Context: an optimization exercise on an open-source flow, tuned for small area. The choices shown serve that exercise and are no tape-out recipe.
At most, simulation tests tie the RTL to the original design; equivalence was not proved.
Only the layout flow was run in runs 3 and 4; the RTL was not checked for function there.
No activity file was given, so power comes from the tool's default toggle rates.

==> design.v <==
module rst_cipher(
   input clk
  ,input rst_n
  ,input ptxt_valid
  ,input [11:0][7:0] key
  ,input [7:0] ptxt_char
  ,output [15:0] ctxt_str
  ,output reg ctxt_ready
  ,output reg err_invalid_ptxt_char
  ,output reg err_invalid_key
  ,output reg key_not_installed
);
  function automatic valid_char(input [7:0] c);
    valid_char = !c[7] && (c[6] ? (c[4:0] != 5'd0 && c[4:0] <= 5'd26)
                                : (c[5] && c[4] && c[3:0] <= 4'd9));
  endfunction
  function automatic [5:0] rowcol(input [5:0] k);
    case (k)
      6'd16: rowcol = 6'b001010;
      6'd17: rowcol = 6'b001100;
      6'd18: rowcol = 6'b001001;
      6'd19: rowcol = 6'b001110;
      6'd20: rowcol = 6'b110000;
      6'd21: rowcol = 6'b110101;
      6'd22: rowcol = 6'b110010;
      6'd23: rowcol = 6'b110100;
      6'd24: rowcol = 6'b110001;
      6'd25: rowcol = 6'b110110;
      6'd33: rowcol = 6'b000000;
      6'd34: rowcol = 6'b000101;
      6'd35: rowcol = 6'b000010;
      6'd36: rowcol = 6'b000100;
      6'd37: rowcol = 6'b000001;
      6'd38: rowcol = 6'b000110;
      6'd39: rowcol = 6'b101000;
      6'd40: rowcol = 6'b101101;
      6'd41: rowcol = 6'b101010;
      6'd42: rowcol = 6'b101100;
      6'd43: rowcol = 6'b101001;
      6'd44: rowcol = 6'b101110;
      6'd45: rowcol = 6'b010000;
      6'd46: rowcol = 6'b010101;
      6'd47: rowcol = 6'b010010;
      6'd48: rowcol = 6'b010100;
      6'd49: rowcol = 6'b010001;
      6'd50: rowcol = 6'b010110;
      6'd51: rowcol = 6'b100000;
      6'd52: rowcol = 6'b100101;
      6'd53: rowcol = 6'b100010;
      6'd54: rowcol = 6'b100100;
      6'd55: rowcol = 6'b100001;
      6'd56: rowcol = 6'b100110;
      6'd57: rowcol = 6'b001000;
      6'd58: rowcol = 6'b001101;
      default: rowcol = 6'd0;
    endcase
  endfunction
  function automatic [1:0] sub3(input [1:0] a, input [1:0] b);
    case ({a, b})
      4'b0000, 4'b0101, 4'b1010: sub3 = 2'd0;
      4'b0100, 4'b1001, 4'b0010: sub3 = 2'd1;
      default:                   sub3 = 2'd2;
    endcase
  endfunction
  wire [11:0] kval;
  wire [65:0][1:0] differ;
  genvar gi, gj;
  generate
    for (gi = 0; gi < 12; gi = gi + 1) begin : g_val
      assign kval[gi] = valid_char(key[gi]);
    end
    for (gi = 0; gi < 12; gi = gi + 1) begin : g_a
      for (gj = gi + 1; gj < 12; gj = gj + 1) begin : g_b
        char_eq u_eq (
          .a(key[gi][6:0]), .an(~key[gi][6:0]),
          .b(key[gj][6:0]), .bn(~key[gj][6:0]),
          .ne(differ[gi * (23 - gi) / 2 + gj - gi - 1])
        );
      end
    end
  endgenerate
  reg distinct;
  integer p;
  always @(*) begin
    distinct = 1'b1;
    for (p = 0; p < 66; p = p + 1)
      distinct = distinct & (|differ[p]);
  end
  wire kv = (&kval) & distinct;
  wire pv = valid_char(ptxt_char);
  reg installed;
  reg rot2;                
  reg [1:0] rot3;          
  reg [5:0][6:0] trow;     
  reg [5:0][6:0] tcol;     
  reg [2:0] arow, acol;    
  wire sub = pv & ptxt_valid & installed;
  wire [5:0] rc = rowcol({ptxt_char[6], ptxt_char[4:0]});
  always @(posedge clk or negedge rst_n)
    if (!rst_n) begin
      ctxt_ready <= 1'b0;
      err_invalid_key <= 1'b0;
      err_invalid_ptxt_char <= 1'b0;
      key_not_installed <= 1'b1;
      installed <= 1'b0;
      rot2 <= 1'b0;
      rot3 <= 2'd0;
    end else begin
      ctxt_ready <= sub;
      err_invalid_key <= !kv;
      err_invalid_ptxt_char <= !pv;
      key_not_installed <= !installed;
      if (kv) installed <= 1'b1;
      if (sub) begin
        rot2 <= !rot2;
        rot3 <= {rot3[0], !rot3[0] & !rot3[1]};
      end
    end
  always @(posedge clk) begin
    if (!installed) begin
      trow <= {key[5][6:0], key[7][6:0], key[3][6:0], key[9][6:0], key[1][6:0], key[11][6:0]};
      tcol <= {key[4][6:0], key[6][6:0], key[2][6:0], key[8][6:0], key[0][6:0], key[10][6:0]};
    end
    arow <= {rc[5] ^ rot2, sub3(rc[4:3], rot3)};
    acol <= {rc[2] ^ rot2, sub3(rc[1:0], rot3)};
  end
  ctxt_out u_out (
    .trow(trow), .tcol(tcol), .arow(arow), .acol(acol), .rdy(ctxt_ready),
    .ctxt_str(ctxt_str)
  );
endmodule
module char_eq (
   input [6:0] a
  ,input [6:0] an
  ,input [6:0] b
  ,input [6:0] bn
  ,output [1:0] ne
);
  wire [6:0] same = ~((a | b) & (an | bn));
  assign ne = {~&same[6:4], ~&same[3:0]};
endmodule
module ctxt_out (
   input [5:0][6:0] trow
  ,input [5:0][6:0] tcol
  ,input [2:0] arow
  ,input [2:0] acol
  ,input rdy
  ,output [15:0] ctxt_str
);
  function automatic [5:0] lines(input [2:0] a, input en);
    lines[0] = en & !a[2] & (a[1:0] == 2'd0);
    lines[1] = en &  a[2] & (a[1:0] == 2'd1);
    lines[2] = en & !a[2] & (a[1:0] == 2'd2);
    lines[3] = en &  a[2] & (a[1:0] == 2'd0);
    lines[4] = en & !a[2] & (a[1:0] == 2'd1);
    lines[5] = en &  a[2] & (a[1:0] == 2'd2);
  endfunction
  function automatic [6:0] sel(input [5:0][6:0] t, input [5:0] l);
    integer i;
    sel = 7'd0;
    for (i = 0; i < 6; i = i + 1)
      sel = sel | (t[i] & {7{l[i]}});
  endfunction
  assign ctxt_str = {1'b0, sel(trow, lines(arow, rdy)), 1'b0, sel(tcol, lines(acol, rdy))};
endmodule
==> flow/run.sh <==
#!/bin/bash
# Layout flow: the standard ORFS flow with two changes:
#  - synthesis maps with an area-oriented ABC script (flow/abc.script)
#  - port buffers are sky130_fd_sc_hd__buf_1 cells
#  - clock tree: small clock buffers, no dummy loads
set -uo pipefail
W=$(pwd)
export MY_ABC_SCRIPT=$W/flow/abc.script
export CTS_ARGS="-sink_clustering_enable -repair_clock_nets -dont_use_dummy_load -buf_list sky130_fd_sc_hd__clkbuf_4 -root_buf sky130_fd_sc_hd__clkbuf_8"
make -C "$FLOW_HOME" DESIGN_CONFIG="$FLOW_CONFIG" WORK_HOME="$W/orfs" \
  CLKGATE_MAP_FILE= SYNTH_SCRIPT="$W/flow/synth.tcl" \
  BUFFER_PORTS_ARGS="-buffer_cell sky130_fd_sc_hd__buf_1" \
  finish > "$W/make.log" 2>&1
status=$?
R=$W/orfs/results/$FLOW_PLATFORM/rst_cipher/base
if [[ -f $R/6_final.odb ]]; then
  : # left out here: write the final layout as DEF
fi
exit $status
==> flow/abc.script <==
&get -n
&st
&dch -f
&nf -a -R 1000
&put
topo
==> flow/synth.tcl <==
# The standard flow's synthesis (synth_recipe.tcl), except that technology mapping runs
# the ABC script in MY_ABC_SCRIPT (area-oriented, no buffering or sizing)
proc synth {args} { yosys synth -nofsm -noshare {*}$args }
proc abc {args} {
  set i [lsearch -exact $args -script]
  if {$i >= 0 && [info exists ::env(MY_ABC_SCRIPT)]} {
    lset args [expr {$i + 1}] $::env(MY_ABC_SCRIPT)
  }
  puts "abc with: $args"
  yosys abc {*}$args
}
source $::env(SCRIPTS_DIR)/synth.tcl
# left out here: clear keep_hierarchy, flatten, clean up, hide names made inside functions, write 1_2_yosys.v
==> standard.sh <==
#!/bin/bash
# synth_recipe.tcl (not shown) runs the flow's synth.tcl, then flattens the netlist and writes it again
# the make line also repeats each setting of config.mk as NAME=value (left out here)
make -C /OpenROAD-flow-scripts/flow DESIGN_CONFIG=/design/flow/config.mk WORK_HOME=/design/flow/orfs CLKGATE_MAP_FILE= SYNTH_SCRIPT=/design/flow/synth_recipe.tcl "${@:-finish}"
==> config.mk <==
export PLATFORM = sky130hd
export DESIGN_NAME = rst_cipher
export DESIGN_NICKNAME = rst_cipher
export VERILOG_FILES = /design/flow/design.v
export SDC_FILE = /design/flow/constraint.sdc
export NUM_CORES = 4
export LEC_CHECK = 0
export CAP_MARGIN = 20
export CORE_MARGIN = 2
export CORE_UTILIZATION = 35
export PLACE_DENSITY = 0.45
export SLEW_MARGIN = 20
export SYNTH_HIERARCHICAL = 1
export SYNTH_MINIMUM_KEEP_SIZE = 0
==> constraint.sdc <==
create_clock -name core_clock -period 6.0 [get_ports {clk}]
set_input_delay 1.2000 -clock core_clock [delete_from_list [all_inputs] [get_ports {clk}]]
set_output_delay 1.2000 -clock core_clock [all_outputs]
set_load 0.01 [all_outputs]
==> summary.txt, run 1 <==
TNS Setup 0 ns; largest net degree at the start of global routing 86; crit start category primary input; hold depth 1; Starting Density between 30% and 40%; DRC 0; CTS H-tree lvls 3; Internal between 1 and 1.5 mW; core area roughly 24000 um2; fin crit period between 4 and 5 ns; Root Driver clkbuf_8; count leader, synth o22ai_1; Post-synth EDFFs 84; DP HPWL around 36000 um; Sequential Power Share between 40% and 50%; Layout Nets ~1400; max-slew violations 0; Hold Buf Count CTS 0; post-synthesis async set-or-reset flop share ~8.2%; Max Cap Viol 0; diodes inserted 0; period utilisation layout just over 70%; pre-CTS setup slack 1.763 ns; global-route wire length before repair between 80000 and 90000 um; worst setup path class primary input to register; final setup fails 0; Yosys cell types between 40 and 50; Worst EP arrival approximately 4.7 ns; Bufs on Longest Clock Path 2; DRT Pass-1 Iters 10; commonest cells in the netlist o22ai_1 (504), clkinv_1 (91), nand4_1 (89); I/O Buffers 124; Post-DRT Antenna Nets 0; CTS clk-pin slew, worst paths roughly 0.090 ns; Rows 57; Yosys warning count 8; Reg2Reg Depth 2; mapped cell area around 8600 um2; Die Wd 160.5 um; worst slew pin tran roughly 1.1 ns; synth top area cells o22ai_1 (37%), edfxtp_1 (29%), nand4_1 (6.5%), nand3_1 (4.6%), clkinv_1 (4.0%); Hold Vio Cnt, Final 0; post-cts resize count 0; minimum setup slack among reg-to-reg paths 4.43 ns; peak supply drop 99.97 uV; Seq/Total Area, Yosys ~33%; Comb power frac about two fifths; Rel. slew slack 23.46%; CTS tree yes; post-DR vias/cell between 7 and 8; total CTS buffers 9; Remaining Overflow, GRT 0; vias in the first global route between 10000 and 15000; static leakage between 2 and 3 nW; maximum clock rate ~0.23 GHz; Initial DRC Count 2594; share of cells above drive strength 1 ~3.5%; WP data required roughly 6.3 ns; Clk Latency, worst-skew pair about 0.38 ns; Power Dens Cells 197.2 nW/um2; Worst Hold Class register to register; Via Count 12625; fill count 2588; critical-path maximum fanout 14; initial antenna violation count 0; Area after DPL 9686 um2; Setup Fix Bufs, Post-CTS 0; switching power total about 0.80 mW; area grow syn2layout 14.41%; RSZ-0062 raised after global routing no; Seq cells post-synth between 90 and 100; Synth area leader o22ai_1; status complete, no violations; fin area ~9800 um2; Routed WL per cell approximately 35 um; Final GP Congestion between 1 and 1.5; Die H 160.5 um; Post-synth top flop edfxtp_1; Synth top area share a little under two fifths; post-synthesis cell count 1096; total power 1.935 mW; Clock Skew 0.02947 ns; die area 25770 um2; drt total wl 55960 um; clk sinks 98; Avg Cell Area, Syn roughly 7.8 um2; Worst Slack Setup Final 1.665 ns; I/O pins 127; clock network fraction of total power between 10% and 20%; CP endpoint kind register; final core utilization slightly above 40%; GRT Util Overall around two fifths; sw frac around two fifths
[state kept, by name, summed over array words and instances (netlist names)]
signal	flops
acol	3
rot2	1
installed	1
ctxt_ready	1
err_invalid_key	1
arow	3
trow	42
key_not_installed	1
rot3	2
err_invalid_ptxt_char	1
tcol	42
[per-layer routing]
layer	GRT usage, %	vias to the layer above	part of all wire, %
met3	11.54	316	14
met4	23.46	0	7.4
met5	0	-	0
met1	55.72	5943	37
met2	61.58	1250	42
li1	-	5116	-
[per-stage QoR]
step | hold slack [ns] | std cells
after global routing | 0.5360 | 1585
after CTS | 0.5109 | 1585
final | 0.5211 | 1585
after detailed placement | 0.4770 | 1576
after global placement | 0.4732 | 1576
after floorplan | 0.4982 | 1097
[cell usage in the layout, fill, tap and decap left out, types with 2 or more instances in the layout]
master	Yosys	routed
a31oi_1	5	5
clkinv_1	91	90
nor4_1	8	8
a2111oi_0	2	2
nand4_1	89	89
a21oi_1	28	28
o21ai_0	11	11
edfxtp_1	84	84
a211oi_1	2	2
dfrtp_1	7	7
ha_1	4	4
buf_1	0	124
nor3_1	21	21
nand2b_1	11	11
clkbuf_8	0	9
nor2_1	35	35
o22a_1	2	2
mux2_1	2	2
o22ai_1	504	504
o211ai_1	2	2
nand2_1	64	64
a22oi_1	4	4
o221ai_1	2	2
nor2b_1	2	2
nand3_1	78	78
buf_4	2	32
xor2_1	2	2
a222oi_1	14	14
conb_1	1	2
dfxtp_1	6	6
[cells by family (layout without fill, tap and decap cells)]
family                   Yosys count  after routing  share of synthesized area [%]
flip-flops                        98             98                          33.16
AND/OR/NAND/NOR                  312            312                          18.47
multiplexers                       2              2                         0.2626
adder cells (fa/ha/maj)            4              4                         0.5835
AO/OA/AOI/OAI                    583            583                          43.02
buffers and inverters             93            257                          4.158
XOR/XNOR                           3              3                         0.3064
other                              1              2                        0.04372
[power by group through the flow]
stage / combinational, mW / sequential [mW] / clock (mW)
global placement: 0.728 / 0.817 / 0
detailed placement: 0.725 / 0.819 / 0
floorplan: 0.378 / 0.811 / 0
CTS: 0.727 / 0.803 / 0.364
global route: 0.802 / 0.809 / 0.394
finish: 0.771 / 0.804 / 0.360
[area by class of cell]
type | count | area [um2] | share of cell area, %
inverter | 91 | 342.8 | 3.494
sequential | 98 | 2844 | 28.98
timing repair buffer | 157 | 716.9 | 7.306
multi-input combinational | 906 | 5380 | 54.83
clock buffer | 9 | 123.9 | 1.262
tap | 324 | 405.4 | 4.131
[worst paths after layout]
check,from,to
hold reg to reg,installed$_DFFE_PN0P_,key_not_installed$_DFF_PN1_
min in group asynchronous,rst_n,installed$_DFFE_PN0P_
setup reg to reg,installed$_DFFE_PN0P_,trow[3]$_DFFE_PN_
max in group asynchronous,rst_n,key_not_installed$_DFF_PN1_
setup / recovery,key[35],installed$_DFFE_PN0P_
hold / removal,installed$_DFFE_PN0P_,key_not_installed$_DFF_PN1_
[per-module statistics from Yosys (local to each module, per instance)]
| module | flops+latches | cells | area [um2] |
|---|---|---|---|
| ctxt_out | 0 | 93 | 499.2 |
| rst_cipher | 98 | 409 | 4444 |
| char_eq | 0 | 9 | 55.05 |
[critical path, stage by stage]
cell       delay [ns]
buf_1            0.71
clkinv_1         0.81
nand4_1          0.29
o21ai_0          0.21
a2111oi_0        0.72
and4_1           0.38
nand4_1          0.20
nand2_1          0.11
==> run 2: changes to the inputs <==
==> flow/run.sh (replaced) <==
#!/bin/bash
# Layout flow: the standard ORFS flow with two changes:
#  - synthesis maps with an area-oriented ABC script (flow/abc.script)
#  - port buffers are sky130_fd_sc_hd__buf_1 cells
set -uo pipefail
W=$(pwd)
export MY_ABC_SCRIPT=$W/flow/abc.script
make -C "$FLOW_HOME" DESIGN_CONFIG="$FLOW_CONFIG" WORK_HOME="$W/orfs" \
  CLKGATE_MAP_FILE= SYNTH_SCRIPT="$W/flow/synth.tcl" \
  BUFFER_PORTS_ARGS="-buffer_cell sky130_fd_sc_hd__buf_1" \
  finish > "$W/make.log" 2>&1
status=$?
R=$W/orfs/results/$FLOW_PLATFORM/rst_cipher/base
if [[ -f $R/6_final.odb ]]; then
  : # left out here: write the final layout as DEF
fi
exit $status
--- a/config.mk
+++ b/config.mk
@@ -8,7 +8,6 @@
 export CAP_MARGIN = 20
 export CORE_MARGIN = 2
 export CORE_UTILIZATION = 35
-export PLACE_DENSITY = 0.45
 export SLEW_MARGIN = 20
 export SYNTH_HIERARCHICAL = 1
 export SYNTH_MINIMUM_KEEP_SIZE = 0
==> summary.txt, run 2 <==
Post-DRT Antenna Nets 0 (unchanged); DRT Pass-1 Iters 7 (-3); DRC 0 (unchanged); Rel. slew slack 24.93% (+1.5 points); Worst Hold Class register to register; Max Cap Viol 0 (unchanged); FF-to-FF Start rot3[0]$_DFFE_PN0P_; Via Count 12562 (-0.50%); Remaining Overflow, GRT 0 (unchanged); Seq cells post-synth 98 (unchanged); Setup Fix Bufs, Post-CTS 0 (unchanged); commonest cells in the netlist o22ai_1 (504), clkinv_1 (91), nand4_1 (89); post-synthesis async set-or-reset flop share 8.163% (unchanged); count leader, synth o22ai_1; drt total wl 52790 um (-5.7%); WP data required 6.20 ns (-0.12 ns); post-DR vias/cell 7.941 (-0.31%); CTS tree yes; Post-synth EDFFs 84 (unchanged); Avg Cell Area, Syn 7.826 um2 (unchanged); GRT Util Overall 39.99% (-2.0 points); peak supply drop 118.6 uV (+19%); Worst path top cell family by delay buffers and inverters; worst slew pin tran 1.117 ns (-0.03071 ns); initial antenna violation count 2 (+2); I/O pins 127 (unchanged); TNS Setup 0 ns (unchanged); total power 2.129 mW (+10%); share of cells above drive strength 1 3.025% (-0.46 points); period utilisation layout 68.17% (-4.1 points); CTS clk-pin slew, worst paths 0.07 ns (-0.02 ns); post-synthesis cell count 1096 (unchanged); Yosys cell types 41 (unchanged); Synth area leader o22ai_1; reg2reg end acol[1]$_DFF_P_; crit start category primary input; I/O Buffers 124 (unchanged); fin crit period 4.090 ns (-0.2444 ns); DP HPWL 34570 um (-4.8%); mapped cell area 8577 um2 (unchanged); Initial DRC Count 3284 (+27%); Starting Density 35.48% (unchanged); Yosys warning count 8 (unchanged); RSZ-0062 raised after global routing no; commonest non-fill, non-tap cell in the layout o22ai_1; area grow syn2layout 15.27%; total CTS buffers 9 (unchanged); core area 24180 um2 (unchanged); Final GP Congestion 1.140 (+7.1%); biggest regs tcol (42), trow (42); Clock Skew 0.007081 ns (-0.02239 ns); worst setup path class primary input to register; Power Dens Cells 215.3 nW/um2 (+9.2%); hold path endpoint rot2$_DFFE_PN0P_; CP Cell Sequence buf_1 > clkinv_1 > o22ai_1 > nand4_1 > o22a_1 > o221ai_1 > nor3_1 > nand4_1 > nor4_1 > nand4_1 > nand2_1; Root Driver clkbuf_16; Worst EP arrival 4.29 ns (-0.36 ns); final setup fails 0 (unchanged); synth top area cells o22ai_1 (37%), edfxtp_1 (29%), nand4_1 (6.5%), nand3_1 (4.6%), clkinv_1 (4.0%); CP endpoint kind register; Clk Latency, worst-skew pair 0.35 ns (-0.03 ns); WP buf/inv 2 (unchanged); hold depth 1 (unchanged); most used cell, CP nand4_1; Post-synth top flop edfxtp_1; Routed WL per cell 33.37 um (-5.5%); Layout Nets 1362 (-0.87%); Bufs on Longest Clock Path 2 (unchanged); Reg2Reg Depth 4 (+2); maximum clock rate 0.2445 GHz (+6.0%); max incr delay on CP 0.81 ns (about the same); clk sinks 98 (unchanged); post-cts resize count 0 (unchanged); most frequent cells in the layout o22ai_1 (504), buf_1 (124), clkinv_1 (91), nand4_1 (89), edfxtp_1 (84); Rows 57 (unchanged); global-route wire length before repair 78090 um (-3.0%); Critical-path top delay cell clkinv_1; die area 25770 um2 (unchanged); final core utilization 40.89% (+0.31 points); minimum setup slack among reg-to-reg paths 4.48 ns (+0.05 ns); CTS H-tree lvls 3 (unchanged); Die H 160.5 um (unchanged); max-slew violations 0 (unchanged); Hold Buf Count CTS 0 (unchanged); largest net degree at the start of global routing 87 (+1.2%); status complete, no violations; Synth top area share 36.76% (unchanged); Hold Vio Cnt, Final 0 (unchanged); Die Wd 160.5 um (unchanged); static leakage 2.603 nW (+0.56%); vias in the first global route 11406 (-1.5%); Seq/Total Area, Yosys 33.16% (unchanged); Worst Min Path Start rot2$_DFFE_PN0P_; critical-path maximum fanout 14 (unchanged)
## run 2: cell counts after synthesis
No cell type changed its count.
## run 2: metal layers
layer	track usage (%)	up-vias	wire [um]
met2	58.82	1325	21690
met5	0.1894	-	0
met4	18.88	0	3379
li1	-	5129	-
met3	10.72	292	8106
met1	54.55	5816	19610
## run 2: how the worst max path moves through the flow
| stage | startpoint | end | slack (ns) | cells past startpoint |
|---|---|---|---|---|
| 6_report | key[27] | installed$_DFFE_PN0P_ | 1.91 | 11 |
| 5_1_grt | key[25] | installed$_DFFE_PN0P_ | 1.91 | 11 |
| 4_1_cts | key[24] | installed$_DFFE_PN0P_ | 2.28 | 11 |
| 3_5_place_dp | key[24] | installed$_DFFE_PN0P_ | 1.91 | 11 |
| 3_3_place_gp | key[27] | installed$_DFFE_PN0P_ | 1.90 | 11 |
| 2_1_floorplan | ptxt_char[0] | rot3[0]$_DFFE_PN0P_ | 3.05 | 10 |
## run 2: where the power goes
group | switching [mW] | internal [mW] | total [mW]
clock | 0.279 | 0.290 | 0.569
sequential | 0.0361 | 0.771 | 0.807
combinational | 0.529 | 0.224 | 0.754
## run 2: modules after synthesis (local to each module, per instance)
module	area, um2	flops+latches	cells	copies in the design
ctxt_out	499.2	0	93	1
char_eq	55.05	0	9	66
rst_cipher	4444	98	409	1
## run 2: final cells by class
type                            count  area (um2)
Timing Repair Buffer              145       624.3
Fill cell                        2532       14290
Multi-Input combinational cell    906        5380
Clock buffer                        9       225.2
Antenna cell                        2       5.005
Tap cell                          324       405.4
Inverter                           91       342.8
Sequential cell                    98        2844
Clock inverter                      7       60.06
## run 2: through the flow
stage               hold slack [ns]  cells  area, um2  worst slack, ns
floorplan                    0.4982   1097       8581            3.051
global placement             0.5600   1563       9588            1.899
detailed placement           0.5508   1563       9588            1.914
CTS                          0.5719   1579       9873            2.277
global route                 0.5833   1582       9887            1.907
finish                       0.5725   1582       9887            1.910
## run 2: logic make-up after synthesis
group	after synthesis	synth area share, %
DFF	98	33.16
muxes	2	0.2626
xor gates and xnor gates	3	0.3064
buffers and inverters	93	4.158
other	1	0.04372
and+or+nand+nor	312	18.47
AOI/OAI and AO/OA	583	43.02
adders and majority gates	4	0.5835
==> run 3: changes to the inputs <==
--- a/design.v
+++ b/design.v
@@ -55,13 +55,6 @@
       default: rowcol = 6'd0;
     endcase
   endfunction
-  function automatic [1:0] sub3(input [1:0] a, input [1:0] b);
-    case ({a, b})
-      4'b0000, 4'b0101, 4'b1010: sub3 = 2'd0;
-      4'b0100, 4'b1001, 4'b0010: sub3 = 2'd1;
-      default:                   sub3 = 2'd2;
-    endcase
-  endfunction
   wire [11:0] kval;
   wire [65:0][1:0] differ;
   genvar gi, gj;
@@ -93,7 +86,7 @@
   reg [1:0] rot3;          
   reg [5:0][6:0] trow;     
   reg [5:0][6:0] tcol;     
-  reg [2:0] arow, acol;    
+  reg [2:0] crow, ccol;    
   wire sub = pv & ptxt_valid & installed;
   wire [5:0] rc = rowcol({ptxt_char[6], ptxt_char[4:0]});
   always @(posedge clk or negedge rst_n)
@@ -121,11 +114,12 @@
       trow <= {key[5][6:0], key[7][6:0], key[3][6:0], key[9][6:0], key[1][6:0], key[11][6:0]};
       tcol <= {key[4][6:0], key[6][6:0], key[2][6:0], key[8][6:0], key[0][6:0], key[10][6:0]};
     end
-    arow <= {rc[5] ^ rot2, sub3(rc[4:3], rot3)};
-    acol <= {rc[2] ^ rot2, sub3(rc[1:0], rot3)};
+    crow <= rc[5:3];
+    ccol <= rc[2:0];
   end
   ctxt_out u_out (
-    .trow(trow), .tcol(tcol), .arow(arow), .acol(acol), .rdy(ctxt_ready),
+    .trow(trow), .tcol(tcol), .crow(crow), .ccol(ccol), .rot2(rot2), .rot3(rot3),
+    .rdy(ctxt_ready),
     .ctxt_str(ctxt_str)
   );
 endmodule
@@ -142,18 +136,29 @@
 module ctxt_out (
    input [5:0][6:0] trow
   ,input [5:0][6:0] tcol
-  ,input [2:0] arow
-  ,input [2:0] acol
+  ,input [2:0] crow
+  ,input [2:0] ccol
+  ,input rot2
+  ,input [1:0] rot3
   ,input rdy
   ,output [15:0] ctxt_str
 );
-  function automatic [5:0] lines(input [2:0] a, input en);
-    lines[0] = en & !a[2] & (a[1:0] == 2'd0);
-    lines[1] = en &  a[2] & (a[1:0] == 2'd1);
-    lines[2] = en & !a[2] & (a[1:0] == 2'd2);
-    lines[3] = en &  a[2] & (a[1:0] == 2'd0);
-    lines[4] = en & !a[2] & (a[1:0] == 2'd1);
-    lines[5] = en &  a[2] & (a[1:0] == 2'd2);
+  function automatic [1:0] sub3(input [1:0] a, input [1:0] b);
+    case ({a, b})
+      4'b0000, 4'b0101, 4'b1010: sub3 = 2'd0;
+      4'b0100, 4'b1001, 4'b0010: sub3 = 2'd1;
+      default:                   sub3 = 2'd2;
+    endcase
+  endfunction
+  function automatic [5:0] lines(input [2:0] a, input k2, input [1:0] k3,
+                                 input en);
+    reg e;
+    reg [1:0] s;
+    integer p;
+    e = a[2] ^ k2;
+    s = sub3(a[1:0], k3);
+    for (p = 0; p < 6; p = p + 1)
+      lines[p] = en & (e != p[0]) & (s == (p % 3 + 2) % 3);
   endfunction
   function automatic [6:0] sel(input [5:0][6:0] t, input [5:0] l);
     integer i;
@@ -161,5 +166,5 @@
     for (i = 0; i < 6; i = i + 1)
       sel = sel | (t[i] & {7{l[i]}});
   endfunction
-  assign ctxt_str = {1'b0, sel(trow, lines(arow, rdy)), 1'b0, sel(tcol, lines(acol, rdy))};
+  assign ctxt_str = {1'b0, sel(trow, lines(crow, rot2, rot3, rdy)), 1'b0, sel(tcol, lines(ccol, rot2, rot3, rdy))};
 endmodule
--- a/flow/run.sh
+++ b/flow/run.sh
@@ -2,9 +2,11 @@
 # Layout flow: the standard ORFS flow with two changes:
 #  - synthesis maps with an area-oriented ABC script (flow/abc.script)
 #  - port buffers are sky130_fd_sc_hd__buf_1 cells
+#  - clock tree: small clock buffers, no dummy loads
 set -uo pipefail
 W=$(pwd)
 export MY_ABC_SCRIPT=$W/flow/abc.script
+export CTS_ARGS="-sink_clustering_enable -repair_clock_nets -dont_use_dummy_load -buf_list sky130_fd_sc_hd__clkbuf_4 -root_buf sky130_fd_sc_hd__clkbuf_8"
 make -C "$FLOW_HOME" DESIGN_CONFIG="$FLOW_CONFIG" WORK_HOME="$W/orfs" \
   CLKGATE_MAP_FILE= SYNTH_SCRIPT="$W/flow/synth.tcl" \
   BUFFER_PORTS_ARGS="-buffer_cell sky130_fd_sc_hd__buf_1" \
==> summary.txt, run 3 <==
core area 24110 um2 (-0.29%); CTS clk-pin slew, worst paths 0.10 ns (+0.03 ns); worst setup path class primary input to register; Final GP Congestion 1.140 (about the same); sw frac 42.31% (+2.7 points); final setup fails 0 (unchanged); I/O pins 127 (unchanged); WP data required 6.25 ns (+0.05 ns); biggest regs tcol (42), trow (42); Sequential Power Share 40.2% (+2.3 points); GRT Util Overall 41.74% (+1.8 points); Power Dens Cells 197.3 nW/um2 (-8.4%); DRC 0 (unchanged); Post-DRT Antenna Nets 0 (unchanged); Root Driver clkbuf_8; most used cell, CP nand4_1; Synth area leader o22ai_1; max incr delay on CP 0.84 ns (+0.03 ns); Synth top area share 37.05% (+0.28 points); Setup Fix Bufs, Post-CTS 0 (unchanged); Max Cap Viol 0 (unchanged); mapped cell area 8528 um2 (-0.57%); post-synthesis cell count 1079 (-1.6%); I/O Buffers 124 (unchanged); Comb power frac 40.2% (+4.8 points); period utilisation layout 68.55% (+0.38 points); Worst path top cell family by delay buffers and inverters; Die Wd 160.1 um (-0.28%); die area 25630 um2 (-0.55%); Internal 1.110 mW (-14%); count leader, synth o22ai_1; Yosys warning count 8 (unchanged); initial antenna violation count 2 (unchanged); Seq cells post-synth 98 (unchanged); clock network fraction of total power 19.6% (-7.1 points); total CTS buffers 9 (unchanged); Post-synth top flop edfxtp_1; Post-synth EDFFs 84 (unchanged); fill count 2583 (+2.0%); multi-input gate area in the final layout 5331 um2 (-0.91%); WHS 0.5456 ns (-0.02684 ns); Starting Density 35.38% (-0.097 points); CP Cell Sequence buf_1 > clkinv_1 > o22ai_1 > nand4_1 > o221ai_1 > nor2_1 > nand4_1 > nor4_1 > nand4_1 > nand2_1; DRT Pass-1 Iters 12 (+5); DP HPWL 35430 um (+2.5%); post-cts resize count 0 (unchanged); CTS H-tree lvls 3 (unchanged); status complete, no violations; commonest non-fill, non-tap cell in the layout o22ai_1; Hold Buf Count CTS 0 (unchanged); Die H 160.1 um (-0.28%); post-synthesis async set-or-reset flop share 8.163% (unchanged); maximum clock rate 0.2431 GHz (-0.56%); critical-path maximum fanout 15 (+1); Initial DRC Count 3069 (-6.5%); post-DR vias/cell 8.276 (+4.2%); FF/Latch Area 2844 um2 (unchanged); area grow syn2layout 14.35%; WP buf/inv 2 (unchanged); total power 1.924 mW (-9.6%); Seq/Total Area, Yosys 33.35% (+0.19 points); CP endpoint kind register; Yosys cell types 35 (-15%); static leakage 2.613 nW (+0.37%); Bufs on Longest Clock Path 2 (unchanged); crit start category primary input; Worst EP arrival 4.36 ns (+0.07 ns); TNS Setup 0 ns (unchanged); Rows 57 (unchanged); Via Count 12968 (+3.2%); fin cells 1567 (-0.95%); most frequent cells in the layout o22ai_1 (505), buf_1 (124), clkinv_1 (90), edfxtp_1 (84), nand3_1 (78); worst slew pin tran 1.236 ns (+0.1191 ns); Clock Skew 0.03553 ns (+0.02845 ns); Critical-path top delay cell buf_1; switching power total 0.8140 mW (-3.5%); fin crit period 4.113 ns (+0.02284 ns); Clk Latency, worst-skew pair 0.39 ns (+0.04 ns); Remaining Overflow, GRT 0 (unchanged); RSZ-0062 raised after global routing no; Avg Cell Area, Syn 7.904 um2 (+1.0%); final core utilization 40.45% (-0.44 points); clk sinks 98 (unchanged); peak supply drop 96.13 uV (-19%); global-route wire length before repair 79950 um (+2.4%); Hold Vio Cnt, Final 0 (unchanged); DP Cell Count 1557 (-0.38%); largest net degree at the start of global routing 87 (unchanged); vias in the first global route 11664 (+2.3%); share of cells above drive strength 1 3.382% (+0.36 points); commonest cells in the netlist o22ai_1 (505), clkinv_1 (91), edfxtp_1 (84); Rel. slew slack 17.57% (-7.4 points); Routed WL per cell 35.57 um (+6.6%); drt total wl 55740 um (+5.6%); Worst Hold Class register to register; max-slew violations 0 (unchanged); synth top area cells o22ai_1 (37%), edfxtp_1 (30%), nand4_1 (5.5%), nand3_1 (4.6%), clkinv_1 (4.0%); CTS tree yes; Layout Nets 1355 (-0.51%)
-- run 3: final cells by class --
class | instances | area share, %
diodes | 1 | 0.02566
well taps | 324 | 4.157
multi-input cells | 889 | 54.67
flip-flops and latches | 98 | 29.16
clock buffers | 9 | 1.270
inverters | 91 | 3.516
repair buffers | 155 | 7.198
-- run 3: cell families (layout without fill, tap and decap cells) --
| kind of cell | after synthesis | in the layout | share of synthesized area (%) |
|---|---|---|---|
| and+or+nand+nor | 285 | 285 | 17.02 |
| other | 1 | 3 | 0.04397 |
| buffers and inverters | 93 | 255 | 4.181 |
| DFF | 98 | 98 | 33.35 |
| xor gates and xnor gates | 3 | 3 | 0.3082 |
| AOI/OAI and AO/OA | 594 | 594 | 44.38 |
| adders and majority gates | 4 | 4 | 0.5869 |
| muxes | 1 | 1 | 0.1320 |
-- run 3: path summary, 6_finish.rpt --
| kind | endpoint | cells past startpoint | slack [ns] | start |
|---|---|---|---|---|
| setup / recovery | installed$_DFFE_PN0P_ | 10 | 1.89 | key[80] |
| hold / removal | rot2$_DFFE_PN0P_ | 1 | 0.55 | rot2$_DFFE_PN0P_ |
| setup reg to reg | tcol[5]$_DFFE_PN_ | 2 | 4.47 | installed$_DFFE_PN0P_ |
| hold reg to reg | rot2$_DFFE_PN0P_ | 1 | 0.55 | rot2$_DFFE_PN0P_ |
| max in group asynchronous | ctxt_ready$_DFF_PN0_ | 1 | 4.94 | rst_n |
| min in group asynchronous | err_invalid_ptxt_char$_DFF_PN0_ | 1 | 0.71 | rst_n |
-- run 3: Yosys stat by module (local to each module, per instance) --
module,copies in the design,cells inside
char_eq,66,9
ctxt_out,1,88
rst_cipher,1,397
-- run 3: metrics by stage --
stage	setup slack (ns)	area, um2
2_1_floorplan	3.192	8532
3_3_place_gp	1.720	9622
3_5_place_dp	1.730	9622
4_1_cts	2.080	9746
5_1_grt	1.874	9752
6_report	1.887	9752
-- run 3: power groups by stage --
stage	logic (mW)	clock network, mW	registers [mW]
6_report	0.774	0.376	0.774
5_1_grt	0.796	0.398	0.778
4_1_cts	0.720	0.373	0.774
3_5_place_dp	0.719	0	0.789
3_3_place_gp	0.720	0	0.788
2_1_floorplan	0.376	0	0.784
-- run 3: per-layer routing --
layer	up-vias	global-route usage, %	part of all wire [%]	wire length [um]
li1	5081	-	-	-
met3	409	17.04	17	9556
met1	5982	53.25	35	19350
met5	-	0.3788	0	0
met2	1496	58.72	39	21930
met4	0	25.27	8.8	4903
==> run 4: changes to the inputs <==
--- a/config.mk
+++ b/config.mk
@@ -8,6 +8,7 @@
 export CAP_MARGIN = 20
 export CORE_MARGIN = 2
 export CORE_UTILIZATION = 35
+export GPL_TIMING_DRIVEN = 0
 export SLEW_MARGIN = 20
 export SYNTH_HIERARCHICAL = 1
 export SYNTH_MINIMUM_KEEP_SIZE = 0
==> summary.txt, run 4 <==
status complete, no violations; CTS H-tree lvls 3 (unchanged); CTS tree yes; Routed WL per cell 32.07 um (-9.8%); CP endpoint kind register; max-slew violations 0 (unchanged); Hold Vio Cnt, Final 0 (unchanged); post-synthesis cell count 1079 (unchanged); count leader, synth o22ai_1; CTS clk-pin slew, worst paths 0.09 ns (about the same); Seq cells post-synth 98 (unchanged); Max Cap Viol 0 (unchanged); synth top area cells o22ai_1 (37%), edfxtp_1 (30%), nand4_1 (5.5%), nand3_1 (4.6%), clkinv_1 (4.0%); WHS 0.5472 ns (+0.001591 ns); minimum setup slack among reg-to-reg paths 4.51 ns (+0.04 ns); Area after DPL 9408 um2 (-2.2%); Starting Density 35.38% (unchanged); initial antenna violation count 1 (-1); mapped cell area 8528 um2 (unchanged); Yosys warning count 8 (unchanged); most frequent cells in the layout o22ai_1 (505), buf_1 (123), clkinv_1 (90), edfxtp_1 (84), nand3_1 (78); Clock Skew 0.02978 ns (-0.005750 ns); Post-synth top flop edfxtp_1; Avg Cell Area, Syn 7.904 um2 (unchanged); Die H 160.1 um (unchanged); Root Driver clkbuf_8; fin cells 1538 (-1.9%); post-cts resize count 0 (unchanged); DP HPWL 31410 um (-11%); total power 1.840 mW (-4.4%); fin crit period 4.292 ns (+0.1790 ns); Setup Fix Bufs, Post-CTS 0 (unchanged); CP Cell Sequence buf_1 > clkinv_1 > o22ai_1 > nand4_1 > o221ai_1 > nor2_1 > nand4_1 > nor4_1 > nand4_1 > nand2_1; DRT Pass-1 Iters 9 (-3); WP data required 6.23 ns (-0.02 ns); core area 24110 um2 (unchanged); Remaining Overflow, GRT 0 (unchanged); Power Dens Cells 193.0 nW/um2 (-2.2%); largest net degree at the start of global routing 87 (unchanged); clk sinks 98 (unchanged); period utilisation layout 71.54% (+3.0 points); maximum clock rate 0.2330 GHz (-4.2%); max incr delay on CP 0.99 ns (+0.15 ns); Post-synth EDFFs 84 (unchanged); global-route wire length before repair 72770 um (-9.0%); RSZ-0062 raised after global routing no; crit start category primary input; drt total wl 49330 um (-12%); Layout Nets 1326 (-2.1%); DP Cell Count 1528 (-1.9%); post-DR vias/cell 8.066 (-2.5%); Via Count 12406 (-4.3%); Rows 57 (unchanged); worst setup path class primary input to register; Bufs on Longest Clock Path 2 (unchanged); Yosys cell types 35 (unchanged); I/O pins 127 (unchanged); commonest cells in the netlist o22ai_1 (505), clkinv_1 (91), edfxtp_1 (84); GRT Util Overall 36.96% (-4.8 points); final setup fails 0 (unchanged); Worst EP arrival 4.52 ns (+0.16 ns); fin area 9535 um2 (-2.2%); I/O Buffers 124 (unchanged); DRC 0 (unchanged); peak supply drop 128.6 uV (+34%); final core utilization 39.56% (-0.90 points); Worst Slack Setup Final 1.708 ns (-0.1790 ns); pre-CTS setup slack 1.816 ns (+0.08620 ns); Synth area leader o22ai_1; critical-path maximum fanout 13 (-2); Clk Latency, worst-skew pair 0.36 ns (-0.03 ns); area grow syn2layout 11.81%; Crit path depth 10 (unchanged); vias in the first global route 11415 (-2.1%); post-synthesis async set-or-reset flop share 8.163% (unchanged); biggest regs tcol (42), trow (42); hold depth 1 (unchanged); WP buf/inv 2 (unchanged); Rel. slew slack 18.36% (+0.79 points); Final GP Congestion 1.103 (-3.3%); Synth top area share 37.05% (unchanged); Seq/Total Area, Yosys 33.35% (unchanged); commonest non-fill, non-tap cell in the layout o22ai_1; total CTS buffers 9 (unchanged); worst slew pin tran 1.225 ns (-0.01189 ns); Post-DRT Antenna Nets 0 (unchanged); Hold Buf Count CTS 0 (unchanged); Worst path top cell family by delay buffers and inverters; static leakage 2.475 nW (-5.3%); die area 25630 um2 (unchanged); share of cells above drive strength 1 1.154% (-2.2 points); most used cell, CP nand4_1; Critical-path top delay cell clkinv_1; Die Wd 160.1 um (unchanged); Initial DRC Count 3011 (-1.9%); TNS Setup 0 ns (unchanged); Worst Hold Class register to register; Reg2Reg Depth 1 (-1)
[run 4: final timing paths]
kind / startpoint / endpoint
max: key[73] / installed$_DFFE_PN0P_
min: rot2$_DFFE_PN0P_ / rot2$_DFFE_PN0P_
max reg2reg: installed$_DFFE_PN0P_ / tcol[13]$_DFFE_PN_
min reg2reg: rot2$_DFFE_PN0P_ / rot2$_DFFE_PN0P_
max in group asynchronous: rst_n / key_not_installed$_DFF_PN1_
min in group asynchronous: rst_n / err_invalid_key$_DFF_PN0_
[run 4: per-module statistics from Yosys (local to each module, per instance)]
| module | cells | area (um2) | flops+latches |
|---|---|---|---|
| rst_cipher | 397 | 4337 | 98 |
| char_eq | 9 | 55.05 | 0 |
| ctxt_out | 88 | 558.0 | 0 |
[run 4: area by class of cell]
cell class                 count  area [um2]
antenna                        1       2.502
buffer                         2       15.01
clock buffer                   9       123.9
fill                        2617       14570
inverter                      91       346.6
multi-input combinational    889        5331
sequential                    98        2844
tap                          324       405.4
timing repair buffer         124       466.7
[run 4: layer usage]
metal | global-route usage, % | wire [um]
met5 | 0 | 18
met4 | 18.55 | 3271
met3 | 12.03 | 7946
met2 | 54.13 | 20340
met1 | 48.84 | 17750
[run 4: kinds of logic (layout without fill, tap and decap cells)]
group | Yosys count | in the layout | share of synthesized area, %
xor gates and xnor gates | 3 | 3 | 0.3082
other | 1 | 3 | 0.04397
AOI/OAI and AO/OA | 594 | 594 | 44.38
and+or+nand+nor | 285 | 285 | 17.02
adders and majority gates | 4 | 4 | 0.5869
buffers and inverters | 93 | 226 | 4.181
DFF | 98 | 98 | 33.35
muxes | 1 | 1 | 0.1320
[run 4: report_power, final]
group | leakage (nW) | total, mW | switching [mW] | internal, mW
sequential | 0.892 | 0.775 | 0.0220 | 0.753
clock | 0.0647 | 0.334 | 0.199 | 0.135
combinational | 1.52 | 0.732 | 0.522 | 0.210
total | 2.48 | 1.84 | 0.743 | 1.10
==> run 5: changes to the inputs <==
--- a/design.v
+++ b/design.v
@@ -13,6 +13,14 @@
   function automatic valid_char(input [7:0] c);
     valid_char = !c[7] && (c[6] ? (c[4:0] != 5'd0 && c[4:0] <= 5'd26)
                                 : (c[5] && c[4] && c[3:0] <= 4'd9));
+  endfunction
+  function automatic [5:0] enc(input [7:0] c);
+    enc[5] = c[6] ? c[5] : (c[3] ? c[0] : c[2]);
+    enc[4] = c[4];
+    enc[3] = c[3] | !c[6];
+    enc[2] = c[6] ? c[2] : !c[3];
+    enc[1] = c[1] | (!c[6] & c[3]);
+    enc[0] = c[0] | (!c[6] & c[3]);
   endfunction
   function automatic [5:0] rowcol(input [5:0] k);
     case (k)
@@ -56,17 +64,18 @@
     endcase
   endfunction
   wire [11:0] kval;
+  wire [11:0][5:0] kc;
   wire [65:0][1:0] differ;
   genvar gi, gj;
   generate
     for (gi = 0; gi < 12; gi = gi + 1) begin : g_val
       assign kval[gi] = valid_char(key[gi]);
+      assign kc[gi] = enc(key[gi]);
     end
     for (gi = 0; gi < 12; gi = gi + 1) begin : g_a
       for (gj = gi + 1; gj < 12; gj = gj + 1) begin : g_b
         char_eq u_eq (
-          .a(key[gi][6:0]), .an(~key[gi][6:0]),
-          .b(key[gj][6:0]), .bn(~key[gj][6:0]),
+          .a(kc[gi]), .an(~kc[gi]), .b(kc[gj]), .bn(~kc[gj]),
           .ne(differ[gi * (23 - gi) / 2 + gj - gi - 1])
         );
       end
@@ -84,8 +93,8 @@
   reg installed;
   reg rot2;                
   reg [1:0] rot3;          
-  reg [5:0][6:0] trow;     
-  reg [5:0][6:0] tcol;     
+  reg [5:0][5:0] trow;     
+  reg [5:0][5:0] tcol;     
   reg [2:0] crow, ccol;    
   wire sub = pv & ptxt_valid & installed;
   wire [5:0] rc = rowcol({ptxt_char[6], ptxt_char[4:0]});
@@ -111,8 +120,8 @@
     end
   always @(posedge clk) begin
     if (!installed) begin
-      trow <= {key[5][6:0], key[7][6:0], key[3][6:0], key[9][6:0], key[1][6:0], key[11][6:0]};
-      tcol <= {key[4][6:0], key[6][6:0], key[2][6:0], key[8][6:0], key[0][6:0], key[10][6:0]};
+      trow <= {kc[5], kc[7], kc[3], kc[9], kc[1], kc[11]};
+      tcol <= {kc[4], kc[6], kc[2], kc[8], kc[0], kc[10]};
     end
     crow <= rc[5:3];
     ccol <= rc[2:0];
@@ -124,18 +133,18 @@
   );
 endmodule
 module char_eq (
-   input [6:0] a
-  ,input [6:0] an
-  ,input [6:0] b
-  ,input [6:0] bn
+   input [5:0] a
+  ,input [5:0] an
+  ,input [5:0] b
+  ,input [5:0] bn
   ,output [1:0] ne
 );
-  wire [6:0] same = ~((a | b) & (an | bn));
-  assign ne = {~&same[6:4], ~&same[3:0]};
+  wire [5:0] same = ~((a | b) & (an | bn));
+  assign ne = {~&same[5:3], ~&same[2:0]};
 endmodule
 module ctxt_out (
-   input [5:0][6:0] trow
-  ,input [5:0][6:0] tcol
+   input [5:0][5:0] trow
+  ,input [5:0][5:0] tcol
   ,input [2:0] crow
   ,input [2:0] ccol
   ,input rot2
@@ -160,11 +169,24 @@
     for (p = 0; p < 6; p = p + 1)
       lines[p] = en & (e != p[0]) & (s == (p % 3 + 2) % 3);
   endfunction
-  function automatic [6:0] sel(input [5:0][6:0] t, input [5:0] l);
+  function automatic [5:0] sel(input [5:0][5:0] t, input [5:0] l);
     integer i;
-    sel = 7'd0;
+    sel = 6'd0;
     for (i = 0; i < 6; i = i + 1)
-      sel = sel | (t[i] & {7{l[i]}});
+      sel = sel | (t[i] & {6{l[i]}});
   endfunction
-  assign ctxt_str = {1'b0, sel(trow, lines(crow, rot2, rot3, rdy)), 1'b0, sel(tcol, lines(ccol, rot2, rot3, rdy))};
+  function automatic [7:0] dec(input [5:0] e);
+    reg dig, dig8;
+    dig  = e[4] & e[3] & (e[2] | (e[1] & e[0]));
+    dig8 = dig & !e[2];
+    dec[7] = 1'b0;
+    dec[6] = !dig & (e != 6'd0);
+    dec[5] = dig | e[5];
+    dec[4] = e[4];
+    dec[3] = dig ? !e[2] : e[3];
+    dec[2] = e[2] & (!dig | e[5]);
+    dec[1] = e[1] & !dig8;
+    dec[0] = dig8 ? e[5] : e[0];
+  endfunction
+  assign ctxt_str = {dec(sel(trow, lines(crow, rot2, rot3, rdy))), dec(sel(tcol, lines(ccol, rot2, rot3, rdy)))};
 endmodule
--- a/config.mk
+++ b/config.mk
@@ -8,7 +8,6 @@
 export CAP_MARGIN = 20
 export CORE_MARGIN = 2
 export CORE_UTILIZATION = 35
-export GPL_TIMING_DRIVEN = 0
 export SLEW_MARGIN = 20
 export SYNTH_HIERARCHICAL = 1
 export SYNTH_MINIMUM_KEEP_SIZE = 0
==> summary.txt, run 5 <==
status complete, no violations; maximum clock rate 0.2189 GHz (-6.1%); pre-CTS setup slack 1.613 ns (-0.2034 ns); I/O Buffers 124 (unchanged); fin crit period 4.569 ns (+0.2771 ns); worst slew pin tran 1.143 ns (-0.08197 ns); final setup fails 0 (unchanged); Worst Hold Class register to register; Yosys warning count 8 (unchanged); period utilisation layout 76.16% (+4.6 points); area grow syn2layout 15.87%; total CTS buffers 9 (unchanged); Root Driver clkbuf_8; Clock Skew 0.02433 ns (-0.005444 ns); largest family of logic cells by synthesized area compound AO/OA/AOI/OAI gates; I/O pins 127 (unchanged); Worst EP arrival 3.37 ns (-1.15 ns); CTS tree yes; Initial DRC Count 2396 (-20%); Rel. slew slack 23.83% (+5.5 points); commonest cells in the netlist o22ai_1 (430), nand3_1 (135), clkinv_1 (92); Bufs on Longest Clock Path 2 (unchanged); synth top area cells o22ai_1 (32%), edfxtp_1 (26%), nand3_1 (8.0%), clkinv_1 (4.1%), nor2_1 (3.2%); Starting Density 35.89% (+0.52 points); Post-Synth Simple-Gate Area 21.26% (+4.2 points); Clk Latency, worst-skew pair 0.37 ns (about the same); share of cells above drive strength 1 4.480% (+3.3 points); Yosys cell types 39 (+11%); global-route wire length before repair 65960 um (-9.4%); Remaining Overflow, GRT 0 (unchanged); Routed WL per cell 26.99 um (-16%); max-slew violations 0 (unchanged); post-cts resize count 0 (unchanged); core area 23610 um2 (-2.0%); Seq/Total Area, Yosys 29.30% (-4.0 points); Hold Buf Count CTS 0 (unchanged); Area after DPL 9689 um2 (+3.0%); RSZ-0062 raised after global routing no; largest net degree at the start of global routing 39 (-55%); crit start category register; TNS Setup 0 ns (unchanged); vias in the first global route 10768 (-5.7%); Avg Cell Area, Syn 7.454 um2 (-5.7%); Hold Vio Cnt, Final 0 (unchanged); met1 Usage GRT 43.73% (-5.1 points); mux cell area share after synthesis 0% (-0.13 points); Synth Area in Adders 0.5905% (+0.0036 points); peak supply drop 106.3 uV (-17%); Setup Fix Bufs, Post-CTS 0 (unchanged); die area 25480 um2 (-0.60%); post-DR vias/cell 7.340 (-9.0%); Power Dens Cells 195.3 nW/um2 (+1.2%); Post-synth top flop edfxtp_1; fin area 9821 um2 (+3.0%); Synth area leader o22ai_1; worst setup path class register to output port; static leakage 2.841 nW (+15%); Rows 56 (-1.8%); biggest regs tcol (36), trow (36); Worst Slack Setup Final 1.431 ns (-0.2771 ns); critical-path maximum fanout 7 (-6); clk sinks 86 (-12%); Via Count 12030 (-3.0%); post-synthesis cell count 1137 (+5.4%); Post-synth EDFFs 72 (-14%); DRC 0 (unchanged); CP endpoint kind output port; M3 GR Usage 10.60% (-1.4 points); Max Cap Viol 0 (unchanged); met2 Use GR 46.87% (-7.3 points); Final GP Congestion 1.106 (+0.26%); most frequent cells in the layout o22ai_1 (430), nand3_1 (135), buf_1 (124), clkinv_1 (91); complex-gate fraction of the synthesized area 44.24% (-0.14 points); GRT Max-Usage Layer met2; CTS clk-pin slew, worst paths 0.08 ns (about the same); GRT Util Overall 33.13% (-3.8 points); mapped cell area 8476 um2 (-0.62%); Layout Nets 1430 (+7.8%); Die Wd 159.6 um (-0.30%); WP data required 4.80 ns (-1.43 ns); fin cells 1639 (+6.6%); drt total wl 44240 um (-10%); DP HPWL 29970 um (-4.6%); count leader, synth o22ai_1; WHS 0.5563 ns (+0.009042 ns); Post-DRT Antenna Nets 0 (unchanged); XOR/XNOR Fraction of Synth Area 0.3100% (+0.0019 points); DRT Pass-1 Iters 10 (+1); DP Cell Count 1627 (+6.5%); CTS H-tree lvls 3 (unchanged); post-synthesis async set-or-reset flop share 9.302% (+1.1 points); commonest non-fill, non-tap cell in the layout o22ai_1; Seq cells post-synth 86 (-12%); Die H 159.6 um (-0.30%); Synth top area share 31.74% (-5.3 points); initial antenna violation count 1 (unchanged)
==> run 5: layer usage <==
metal  up-vias  wire length [um]
met2      1138             17710
li1       5141                 -
met4         2              3414
met3       302              6461
met1      5447             16640
met5         -                12
==> run 5: worst paths after layout <==
path                       depth (start not counted)  slack [ns]                   from                           to
min                                                1        0.56       rot2$_DFFE_PN0P_             rot2$_DFFE_PN0P_
max reg2reg                                        2        4.08  installed$_DFFE_PN0P_           tcol[22]$_DFFE_PN_
max in group asynchronous                          1        4.95                  rst_n  key_not_installed$_DFF_PN1_
min reg2reg                                        1        0.56       rot2$_DFFE_PN0P_             rot2$_DFFE_PN0P_
min in group asynchronous                          1        0.74                  rst_n         ctxt_ready$_DFF_PN0_
max                                               12        1.43    rot3[1]$_DFFE_PN0P_                  ctxt_str[0]
==> run 5: cell type report <==
| cell class | instances | area [um2] |
|---|---|---|
| Antenna cell | 3 | 7.507 |
| Clock buffer | 9 | 123.9 |
| Fill cell | 2481 | 13790 |
| Inverter | 92 | 345.3 |
| Multi-Input combinational cell | 958 | 5635 |
| Sequential cell | 86 | 2484 |
| Tap cell | 319 | 399.1 |
| Timing Repair Buffer | 172 | 825.8 |
==> run 5: worst max-delay path: stages (launching register included) <==
cell and delay [ns]:
dfrtp_1 0.48, nand2b_1 0.21, nor2_1 0.06, nor3_1 0.38
nor2_1 0.24, a222oi_1 0.40, nand2_1 0.10, a221oi_1 0.44
a31oi_1 0.12, o21ai_0 0.17, nor2_1 0.09, a31oi_1 0.17
buf_1 0.17
==> run 5: per-module statistics from Yosys, one instance, submodules excluded <==
module / cells / cell area, um2
rst_cipher: 503 / 4686
ctxt_out: 106 / 651.9
char_eq: 8 / 47.55
==> run 5: cells by family after synthesis <==
group,Yosys count
compound gates,584
fa+ha+maj,4
buf+inv,94
other cells,1
flops,86
xor+xnor,3
simple gates,365
==> run 5: where the power goes <==
part	internal, mW	switching, mW	leakage (nW)
logic	0.289	0.623	1.98
registers	0.663	0.0216	0.794
clock network	0.135	0.186	0.0647
total	1.09	0.831	2.84
==> run 5: per-stage QoR <==
step,utilization (%),power [mW]
3_3_place_gp,41.03,1.555
4_1_cts,41.56,1.874
5_1_grt,41.56,1.997
2_1_floorplan,-,1.227
6_report,41.59,1.918
3_5_place_dp,41.03,1.559
==> run 6: changes to the inputs <==
--- a/config.mk
+++ b/config.mk
@@ -8,6 +8,7 @@
 export CAP_MARGIN = 20
 export CORE_MARGIN = 2
 export CORE_UTILIZATION = 35
+export GPL_TIMING_DRIVEN = 0
 export SLEW_MARGIN = 20
 export SYNTH_HIERARCHICAL = 1
 export SYNTH_MINIMUM_KEEP_SIZE = 0
==> summary.txt, run 6 <==
Hold Buf Count CTS 0 (unchanged); total power 1.879 mW (-2.0%); fin crit period 5.102 ns (+0.5327 ns); fill count 2528 (+1.9%); drt total wl 43810 um (-0.96%); CP Cell Sequence buf_1 > nor2b_1 > or2_0 > clkinv_1 > o22ai_1 > nand3_1 > o22ai_1 > nor4_1 > nand3_1 > a2111oi_0 > and4_1 > nand4_1 > nand2_1; commonest non-fill, non-tap cell in the layout o22ai_1; Remaining Overflow, GRT 0 (unchanged); Rows 56 (unchanged); Post-DRT Antenna Nets 0 (unchanged); peak supply drop 137.1 uV (+29%); count leader, synth o22ai_1; post-DR vias/cell 7.370 (+0.41%); global-route wire length before repair 65090 um (-1.3%); max-slew violations 0 (unchanged); post-synthesis async set-or-reset flop share 9.302% (unchanged); GRT Util Overall 33.02% (-0.11 points); static leakage 2.634 nW (-7.3%); mapped cell area 8476 um2 (unchanged); Worst Hold Class register to register; Synth area leader o22ai_1; most frequent cells in the layout o22ai_1 (430), nand3_1 (135), buf_1 (123), clkinv_1 (91); Bufs on Longest Clock Path 2 (unchanged); Critical path origin key[62]; commonest cells in the netlist o22ai_1 (430), nand3_1 (135), clkinv_1 (92); WHS 0.5457 ns (-0.01056 ns); Yosys cell types 39 (unchanged); WP data required 6.26 ns (+1.46 ns); DRT Pass-1 Iters 9 (-1); I/O pins 127 (unchanged); WP buf/inv 2 (+1); Layout Nets 1384 (-3.2%); Synth top area share 31.74% (unchanged); Worst Slack Setup Final 0.8980 ns (-0.5327 ns); largest net degree at the start of global routing 75 (+92%); DRC 0 (unchanged); biggest regs tcol (36), trow (36); post-cts resize count 0 (unchanged); Die Wd 159.6 um (unchanged); Setup Fix Bufs, Post-CTS 0 (unchanged); core area 23610 um2 (unchanged); period utilisation layout 85.03% (+8.9 points); post-synthesis cell count 1137 (unchanged); critical-path maximum fanout 13 (+6); multi-input gate area in the final layout 5635 um2 (unchanged); area grow syn2layout 11.81%; Die H 159.6 um (unchanged); synth top area cells o22ai_1 (32%), edfxtp_1 (26%), nand3_1 (8.0%), clkinv_1 (4.1%), nor2_1 (3.2%); die area 25480 um2 (unchanged); CTS tree yes; Critical-path top delay cell a2111oi_0; Routed WL per cell 27.54 um (+2.0%); RSZ-0062 raised after global routing no; Rel. slew slack 16.09% (-7.7 points); Worst EP arrival 5.36 ns (+1.99 ns); FF/Latch Area 2484 um2 (unchanged); Worst Min Path Start rot2$_DFFE_PN0P_; clk sinks 86 (unchanged); pre-CTS setup slack 0.8201 ns (-0.7926 ns); DP HPWL 29430 um (-1.8%); worst setup path class primary input to register; I/O Buffers 124 (unchanged); Yosys warning count 8 (unchanged); vias in the first global route 10428 (-3.2%); share of cells above drive strength 1 1.101% (-3.4 points); status complete, no violations; Power Dens Cells 198.3 nW/um2 (+1.5%); Clk Latency, worst-skew pair 0.37 ns (about the same); FF-to-FF Start installed$_DFFE_PN0P_; Worst path top cell family by delay simple AND/OR/NAND/NOR gates; Initial DRC Count 2525 (+5.4%); Seq/Total Area, Yosys 29.30% (unchanged); Post-synth top flop edfxtp_1; total CTS buffers 9 (unchanged); worst slew pin tran 1.259 ns (+0.1160 ns); Clock Skew 0.03349 ns (+0.009157 ns); initial antenna violation count 0 (-1); CTS H-tree lvls 3 (unchanged); Via Count 11726 (-2.5%); max incr delay on CP 0.92 ns (+0.44 ns); Root Driver clkbuf_8; CTS clk-pin slew, worst paths 0.08 ns (about the same); Starting Density 35.89% (unchanged); Max Cap Viol 0 (unchanged); crit start category primary input; CP endpoint kind register; maximum clock rate 0.1960 GHz (-10%); final setup fails 0 (unchanged); Seq cells post-synth 86 (unchanged); Avg Cell Area, Syn 7.454 um2 (unchanged); Post-synth EDFFs 72 (unchanged); Final GP Congestion 1.036 (-6.3%); Hold Vio Cnt, Final 0 (unchanged); TNS Setup 0 ns (unchanged)
[run 6: changes by cell type in the layout (fill, tap and decap cells not counted), sizes merged]
cell    change
buf        -47
clkinv      +1
clkbuf      +1
inv         -1
diode       -2
[run 6: path summary, 6_finish.rpt]
kind | to | slack, ns | cells after the start
min in group asynchronous | rot3[0]$_DFFE_PN0P_ | 0.73 | 1
setup reg to reg | tcol[30]$_DFFE_PN_ | 4.63 | 1
max in group asynchronous | key_not_installed$_DFF_PN1_ | 4.95 | 1
hold reg to reg | rot2$_DFFE_PN0P_ | 0.55 | 1
hold / removal | rot2$_DFFE_PN0P_ | 0.55 | 1
setup / recovery | installed$_DFFE_PN0P_ | 0.90 | 13
[run 6: final cells by class]
| class | instances | area share [%] |
|---|---|---|
| Multi-Input combinational cell | 958 | 59.47 |
| Sequential cell | 86 | 26.21 |
| Timing Repair Buffer | 124 | 4.925 |
| Tap cell | 319 | 4.212 |
| Inverter | 92 | 3.697 |
| Clock buffer | 9 | 1.307 |
| Buffer | 2 | 0.1584 |
| Antenna cell | 1 | 0.02641 |
[run 6: cell families after synthesis]
family                   after synthesis  synth area share [%]
AO/OA/AOI/OAI                        584                 44.24
XOR/XNOR                               3                0.3101
adder cells (fa/ha/maj)                4                0.5905
buffers and inverters                 94                 4.251
flip-flops                            86                 29.30
other                                  1               0.04424
AND/OR/NAND/NOR                      365                 21.26
[run 6: power by group]
part | leakage [nW] | internal (mW) | switching [mW]
clock network | 0.0647 | 0.134 | 0.179
registers | 0.794 | 0.663 | 0.0206
logic | 1.78 | 0.265 | 0.617
total | 2.63 | 1.06 | 0.816
[run 6: per-module statistics from Yosys, one instance, submodules excluded]
| module | area (um2) | flip-flops and latches | cells | copies in the design |
|---|---|---|---|---|
| rst_cipher | 4686 | 86 | 503 | 1 |
| char_eq | 47.55 | 0 | 8 | 66 |
| ctxt_out | 651.9 | 0 | 106 | 1 |
[run 6: metrics by stage]
| step | cells | util [%] | cell area, um2 |
|---|---|---|---|
| 2_1_floorplan | 1138 | - | 8479 |
| 3_3_place_gp | 1581 | 39.57 | 9344 |
| 3_5_place_dp | 1581 | 39.59 | 9349 |
| 4_1_cts | 1590 | 40.12 | 9473 |
| 5_1_grt | 1590 | 40.12 | 9474 |
| 6_report | 1591 | 40.13 | 9477 |
[run 6: per-layer routing]
| layer | vias to the layer above | GRT usage (%) | wire [um] |
|---|---|---|---|
| met2 | 1072 | 45.47 | 17370 |
| met5 | - | 0 | 0 |
| li1 | 5019 | - | - |
| met4 | 0 | 18.26 | 2934 |
| met3 | 208 | 9.299 | 6294 |
| met1 | 5427 | 46.13 | 17210 |
==> run 7: changes to the inputs <==
==> flow/abc.script (replaced) <==
&get -n
&st
&deepsyn -T 20
&dch -f
&nf -a -R 1000
&put
topo
==> summary.txt, run 7 <==
status complete, no violations; area grow syn2layout 12.27%; maximum clock rate 0.2279 GHz (+16%); Layout Nets 1370 (-1.0%); Power Dens Cells 196.4 nW/um2 (-0.98%); GRT Util Overall 31.57% (-1.4 points); post-synthesis cell count 1119 (-1.6%); FF-to-FF Start installed$_DFFE_PN0P_; minimum setup slack among reg-to-reg paths 4.62 ns (about the same); Initial DRC Count 2193 (-13%); Max Cap Viol 0 (unchanged); Setup Fix Bufs, Post-CTS 0 (unchanged); Synth top area share 31.42% (-0.32 points); fill count 2567 (+1.5%); post-cts resize count 0 (unchanged); Starting Density 35.77% (-0.12 points); clk sinks 86 (unchanged); Clk Latency, worst-skew pair 0.35 ns (-0.02 ns); post-synthesis async set-or-reset flop share 9.302% (unchanged); Bufs on Longest Clock Path 2 (unchanged); CTS tree yes; commonest cells in the netlist o22ai_1 (423), nand3_1 (151), clkinv_1 (92); peak supply drop 91.40 uV (-33%); Seq/Total Area, Yosys 29.49% (+0.19 points); share of cells above drive strength 1 1.352% (+0.25 points); DRT Pass-1 Iters 9 (unchanged); mapped cell area 8422 um2 (-0.63%); I/O Buffers 124 (unchanged); static leakage 2.611 nW (-0.88%); DRC 0 (unchanged); reg2reg end tcol[16]$_DFFE_PN_; max-slew violations 0 (unchanged); Worst EP arrival 4.66 ns (-0.70 ns); vias in the first global route 10421 (-0.067%); Clock Skew 0.02620 ns (-0.007296 ns); Rows 56 (unchanged); drt total wl 42180 um (-3.7%); biggest regs tcol (36), trow (36); Avg Cell Area, Syn 7.526 um2 (+0.96%); Yosys cell types 38 (-2.6%); Worst Setup EP installed$_DFFE_PN0P_; DP Cell Count 1567 (-0.89%); global-route wire length before repair 62510 um (-4.0%); post-DR vias/cell 7.404 (+0.46%); Hold Vio Cnt, Final 0 (unchanged); worst slew pin tran 1.159 ns (-0.09991 ns); TNS Setup 0 ns (unchanged); largest net degree at the start of global routing 75 (unchanged); Worst Hold Class register to register; Synth area leader o22ai_1; synth top area cells o22ai_1 (31%), edfxtp_1 (26%), nand3_1 (9.0%), clkinv_1 (4.1%), o21ai_0 (3.0%); Rel. slew slack 22.75% (+6.7 points); Post-synth top flop edfxtp_1; Reg2Reg Depth 1 (unchanged); worst setup path class primary input to register; Routed WL per cell 26.75 um (-2.9%); Hold Buf Count CTS 0 (unchanged); Post-DRT Antenna Nets 0 (unchanged); CTS clk-pin slew, worst paths 0.08 ns (about the same); Root Driver clkbuf_8; fin cells 1577 (-0.88%); Via Count 11676 (-0.43%); crit start category primary input; count leader, synth o22ai_1; Die H 159.1 um (-0.31%); fin crit period 4.387 ns (-0.7151 ns); core area 23540 um2 (-0.30%); Seq cells post-synth 86 (unchanged); total CTS buffers 9 (unchanged); WP data required 6.27 ns (about the same); Die Wd 159.1 um (-0.31%); I/O pins 127 (unchanged); CTS H-tree lvls 3 (unchanged); Critical path origin key[62]; die area 25320 um2 (-0.62%); Yosys warning count 8 (unchanged); DP HPWL 28720 um (-2.4%); RSZ-0062 raised after global routing no; period utilisation layout 73.12% (-12 points); initial antenna violation count 0 (unchanged); critical-path maximum fanout 13 (unchanged); Remaining Overflow, GRT 0 (unchanged); Post-synth EDFFs 72 (unchanged); final setup fails 0 (unchanged); most frequent cells in the layout o22ai_1 (423), nand3_1 (151), buf_1 (124), clkinv_1 (91), edfxtp_1 (72); commonest non-fill, non-tap cell in the layout o22ai_1; CP endpoint kind register; Final GP Congestion 1.017 (-1.8%)
run 7: changes by cell type after synthesis, moves of 9 or more:
cell / delta
a222oi_1: -15
o211ai_1: -11
mux2i_1: +9
nor2_1: -27
a22oi_1: +22
nand3_1: +16
nor3_1: -12
run 7: cells by family (layout without fill, tap and decap cells):
family / after synthesis / after routing / synth area share (%)
flops: 86 / 86 / 29.49
other cells: 1 / 3 / 0.04453
simple gates: 345 / 345 / 20.56
mux: 9 / 9 / 1.070
xor+xnor: 3 / 3 / 0.3120
buf+inv: 94 / 231 / 4.279
compound gates: 577 / 577 / 43.65
fa+ha+maj: 4 / 4 / 0.5943
run 7: layout make-up:
class / instances / area, um2 / share of cell area (%)
repair buffers: 128 / 499.2 / 5.280
diodes: 1 / 2.502 / 0.02647
well taps: 319 / 399.1 / 4.221
multi-input cells: 940 / 5582 / 59.03
clock buffers: 9 / 123.9 / 1.310
flip-flops and latches: 86 / 2484 / 26.27
plain buffers: 2 / 15.01 / 0.1588
inverters: 92 / 350.3 / 3.705
run 7: metrics by stage:
stage               worst slack (ns)  hold WS [ns]  cell area (um2)  total power [mW]  util, %
floorplan                      2.434        0.4980             8426             1.214        -
global placement              0.7388        0.5276             9290             1.498    39.46
detailed placement             1.372        0.5321             9329             1.511    39.63
CTS                            1.603        0.5455             9453             1.818    40.15
global route                   1.333        0.5728             9453             1.939    40.15
finish                         1.613        0.5441             9455             1.857    40.16
run 7: how the worst min path moves through the flow:
stage	slack, ns	cells after the start	startpoint	to
final	0.54	1	rot2$_DFFE_PN0P_	rot2$_DFFE_PN0P_
after global routing	0.57	1	rot2$_DFFE_PN0P_	rot2$_DFFE_PN0P_
after CTS	0.55	1	rot2$_DFFE_PN0P_	rot2$_DFFE_PN0P_
after detailed placement	0.53	1	rot2$_DFFE_PN0P_	rot2$_DFFE_PN0P_
after global placement	0.53	1	rot2$_DFFE_PN0P_	rot2$_DFFE_PN0P_
after floorplan	0.50	1	rot2$_DFFE_PN0P_	rot2$_DFFE_PN0P_
run 7: modules after synthesis (local to each module, per instance):
module      cells inside  cell area [um2]
rst_cipher           478             4608
ctxt_out             113            675.6
char_eq                8            47.55
run 7: worst max-delay path, cell delays in order:
cell	delay (ns)
buf_1	0.22
nor2b_1	0.08
or2_1	0.57
clkinv_1	0.47
o22ai_1	0.12
nand3_1	0.20
o22a_1	0.16
o221ai_1	0.14
nor3_1	0.27
nand4_1	0.12
nor4_1	0.75
nand4_1	0.22
nand2_1	0.12
run 7: routing by layer:
| layer | track usage (%) | vias up | share of wire [%] |
|---|---|---|---|
| met5 | 0 | - | 0 |
| met4 | 18.93 | 0 | 7.2 |
| met3 | 9.013 | 256 | 15 |
| met2 | 44.96 | 1092 | 40 |
| met1 | 42.27 | 5343 | 38 |
| li1 | - | 4985 | - |
run 7: where the power goes:
group	switching (mW)	internal (mW)	total (mW)	leakage, nW
logic	0.601	0.260	0.861	1.75
clock network	0.177	0.134	0.311	0.0647
registers	0.0210	0.663	0.684	0.795

Setup slack of run 7, layout unchanged: 1.613 ns with ideal ports, 1.601 ns with driving cells assumed (clock clkbuf_16, inputs buf_2), 1.250 ns with port delays also shifted by the 0.380 ns mid clock arrival.
